Context: an optimization exercise on an open-source flow, tuned for small area and a short achievable clock period. The choices shown serve that exercise and are no tape-out recipe.
In this exercise RTL edits were held to simulation tests only and were not proved equivalent to the original.
Power is estimated from default activity; no workload was simulated.

Design rat_round, start of the top module:
module rat_round #(parameter WIDTH=32) (
        input clk,
        input rst,
        input [WIDTH-1:0] in_num,
        input [WIDTH-1:0] in_den,
        output wire [WIDTH-1:0] out_num,
        output wire [WIDTH-1:0] out_den,
        output wire rdy
    );
    reg rdy_a, rdy_b, rdy_c;
    always @(posedge clk) begin
        if (rst) begin
            rdy_a <= 1'b0;
            rdy_b <= 1'b0;
            rdy_c <= 1'b0;
        end else begin
            rdy_a <= 1'b1;
            rdy_b <= rdy_a;
            rdy_c <= rdy_b;
        end
    end
    assign rdy = rdy_c;
    assign out_den = 1;
    wire        neg = in_den[31];
    wire [31:0] n0 = neg ? -in_num : in_num;
    wire [31:0] d0 = neg ? -in_den : in_den;
    wire [0:0] x31 = n0[31];
    wire r31_g0 = ~x31[0] & d0[0];
    wire r31_e0 = ~(x31[0] ^ d0[0]);
    wire q31 = ~r31_g0 & ~|d0[31:1];
    wire [0:0] p31;
    assign p31[0] = q31 ? (r31_e0 ~^ 1'b0) : x31[0];
    wire [31:31] qq31 = q31;
    wire [1:0] x30 = {p31, n0[30]};
    wire r30_g0 = ~x30[0] & d0[0];
    wire r30_e0 = ~(x30[0] ^ d0[0]);
    wire r30_g1 = ~x30[1] & d0[1];
    wire r30_e1 = ~(x30[1] ^ d0[1]);
    wire r30g_1 = r30_g1 | (r30_e1 & r30_g0);
    wire r30p_2 = r30_e1 & r30_e0;
  ...
Size in the first run: ~5600 cells after synthesis, roughly 250 flip-flops, roughly 130 I/O pins, ~37000 sq um of cells after synthesis.
export LEC_CHECK = 0
export ABC_AREA = 1
export CAP_MARGIN = 20
export CORE_MARGIN = 2
export CORE_UTILIZATION = 60
export CTS_BUF_LIST = sky130_fd_sc_hd__clkbuf_4 sky130_fd_sc_hd__clkbuf_8
export GPL_ROUTABILITY_DRIVEN = 0
export PLACE_DENSITY = 0.85
export SLEW_MARGIN = 80
create_clock -name core_clock -period 72.0 [get_ports {clk}]
run.sh (not shown) runs the stock make flow with config.mk's settings and CLKGATE_MAP_FILE= SYNTH_SCRIPT=/design/flow/synth_recipe.tcl, a recipe that flattens the netlist after the stock synthesis.
The first run went through all stages and came out clean.
==> next run, changes <==
Settings changed: CORE_UTILIZATION 60 to 55, CTS_BUF_LIST sky130_fd_sc_hd__clkbuf_4 sky130_fd_sc_hd__clkbuf_8 to default, GPL_ROUTABILITY_DRIVEN 0 to default, PLACE_DENSITY 0.85 to 0.8.
=> Utilization is lower by 5.5 points; critical path depth goes up by 92; wire length goes down by about 1.8%.
==> next run, changes <==
==> flow/flow/run.sh (new file) <==
#!/bin/bash
# Own layout flow: the standard synthesis and layout (standard.sh), except
# that the input and output ports are buffered with buf_2 cells rather than the
# clkdlybuf4s50 delay buffer that buffer_ports picks by itself, and that global
# placement reweights a larger share of the most timing-critical nets.
set -euo pipefail
cd "$(dirname "$(readlink -f "$0")")/.."
bash standard.sh synth > flow_synth.log 2>&1
bash standard.sh "BUFFER_PORTS_ARGS=-buffer_cell sky130_fd_sc_hd__buf_2" \
  "GLOBAL_PLACEMENT_ARGS=-timing_driven_nets_percentage 30 -timing_driven_net_weight_max 5" \
  finish > flow_layout.log 2>&1
==> flow/standard.sh (new file) <==
#!/bin/bash
# synth_recipe.tcl (not shown) runs the flow's synth.tcl, then flattens the netlist and writes it again
# the make line also repeats each setting of config.mk as NAME=value (left out here)
make -C /OpenROAD-flow-scripts/flow DESIGN_CONFIG=/design/flow/config.mk WORK_HOME=/design/flow/orfs CLKGATE_MAP_FILE= SYNTH_SCRIPT=/design/flow/synth_recipe.tcl "${@:-finish}"
Settings changed: CORE_UTILIZATION 55 to 60, CTS_BUF_LIST from default to sky130_fd_sc_hd__clkbuf_4 sky130_fd_sc_hd__clkbuf_8, GPL_ROUTABILITY_DRIVEN from default to 0, PLACE_DENSITY 0.8 to 0.85.
removed: flow/run.sh
After rerunning: The changed run ran to the end with no violations. Area after synthesis does not change. Via count rose by 3.1%. Routed wire length is higher by 4.7%.
==> next run, changes <==
==> flow/flow/run.sh (replaced) <==
#!/bin/bash
# Own layout flow: the standard synthesis and layout (standard.sh), except
# that the input and output ports are buffered with buf_2 cells rather than the
# clkdlybuf4s50 delay buffer that buffer_ports picks by itself, and that the
# layout steps after synthesis may not use the delay cells (clkdlybuf, dlygate,
# dlymetal) as ordinary buffers either.  The platform's own don't-use list is
# repeated because a make variable on the command line replaces it.
set -euo pipefail
cd "$(dirname "$(readlink -f "$0")")/.."
bash standard.sh synth > flow_synth.log 2>&1
DU="sky130_fd_sc_hd__probe_p_8 sky130_fd_sc_hd__probec_p_8 sky130_fd_sc_hd__lpflow_bleeder_1 sky130_fd_sc_hd__lpflow_clkbufkapwr_1 sky130_fd_sc_hd__lpflow_clkbufkapwr_16 sky130_fd_sc_hd__lpflow_clkbufkapwr_2 sky130_fd_sc_hd__lpflow_clkbufkapwr_4 sky130_fd_sc_hd__lpflow_clkbufkapwr_8 sky130_fd_sc_hd__lpflow_clkinvkapwr_1 sky130_fd_sc_hd__lpflow_clkinvkapwr_16 sky130_fd_sc_hd__lpflow_clkinvkapwr_2 sky130_fd_sc_hd__lpflow_clkinvkapwr_4 sky130_fd_sc_hd__lpflow_clkinvkapwr_8 sky130_fd_sc_hd__lpflow_decapkapwr_12 sky130_fd_sc_hd__lpflow_decapkapwr_3 sky130_fd_sc_hd__lpflow_decapkapwr_4 sky130_fd_sc_hd__lpflow_decapkapwr_6 sky130_fd_sc_hd__lpflow_decapkapwr_8 sky130_fd_sc_hd__lpflow_inputiso0n_1 sky130_fd_sc_hd__lpflow_inputiso0p_1 sky130_fd_sc_hd__lpflow_inputiso1n_1 sky130_fd_sc_hd__lpflow_inputiso1p_1 sky130_fd_sc_hd__lpflow_inputisolatch_1 sky130_fd_sc_hd__lpflow_isobufsrc_1 sky130_fd_sc_hd__lpflow_isobufsrc_16 sky130_fd_sc_hd__lpflow_isobufsrc_2 sky130_fd_sc_hd__lpflow_isobufsrc_4 sky130_fd_sc_hd__lpflow_isobufsrc_8 sky130_fd_sc_hd__lpflow_isobufsrckapwr_16 sky130_fd_sc_hd__lpflow_lsbuf_lh_hl_isowell_tap_1 sky130_fd_sc_hd__lpflow_lsbuf_lh_hl_isowell_tap_2 sky130_fd_sc_hd__lpflow_lsbuf_lh_hl_isowell_tap_4 sky130_fd_sc_hd__lpflow_lsbuf_lh_isowell_4 sky130_fd_sc_hd__lpflow_lsbuf_lh_isowell_tap_1 sky130_fd_sc_hd__lpflow_lsbuf_lh_isowell_tap_2 sky130_fd_sc_hd__lpflow_lsbuf_lh_isowell_tap_4"
DLY="sky130_fd_sc_hd__clkdlybuf4s15_1 sky130_fd_sc_hd__clkdlybuf4s15_2 sky130_fd_sc_hd__clkdlybuf4s18_1 sky130_fd_sc_hd__clkdlybuf4s18_2 sky130_fd_sc_hd__clkdlybuf4s25_1 sky130_fd_sc_hd__clkdlybuf4s25_2 sky130_fd_sc_hd__clkdlybuf4s50_1 sky130_fd_sc_hd__clkdlybuf4s50_2 sky130_fd_sc_hd__dlygate4sd1_1 sky130_fd_sc_hd__dlygate4sd2_1 sky130_fd_sc_hd__dlygate4sd3_1 sky130_fd_sc_hd__dlymetal6s2s_1 sky130_fd_sc_hd__dlymetal6s4s_1 sky130_fd_sc_hd__dlymetal6s6s_1"
bash standard.sh "BUFFER_PORTS_ARGS=-buffer_cell sky130_fd_sc_hd__buf_2" \
  "DONT_USE_CELLS=$DU $DLY" \
  finish > flow_layout.log 2>&1
Outcome:
- maximum frequency went up by 3.6%
- sequential power hardly moves
- power barely changes
- clock skew went down by 0.018 ns

what the ideal ports hide:
How much do the figures lean on ideal ports? The routed layouts below were timed once more, with nothing changed but the port constraints.
Step 1, drivers: a clkbuf_16 drives clk and a buf_2 each remaining input, both assumed.
Step 2, shift: input delay + t, output delay - t, t = (earliest + latest rising clock arrival at the registers) / 2. This alone moves slack from input paths to output paths.
a / b / c = ideal / step 1 / step 2; a / b = the first two.
run | t, ns | setup slack, ns | pins driven straight from the clock port
the first run | 0.698 | 45.226 / 45.168 / 44.901 | 1
the second run | 0.665 | 44.640 / 44.640 / 44.640 | 1
the third run | 0.704 | 44.606 / 44.606 / 44.606 | 1
the fourth run | 0.702 | 45.562 / 45.562 / 45.248 | 1
After both steps every run listed still meets setup and hold. For the first run, which loses most, drivers alone change the setup slack by -0.058 ns; drivers and shift together by -0.325 ns.
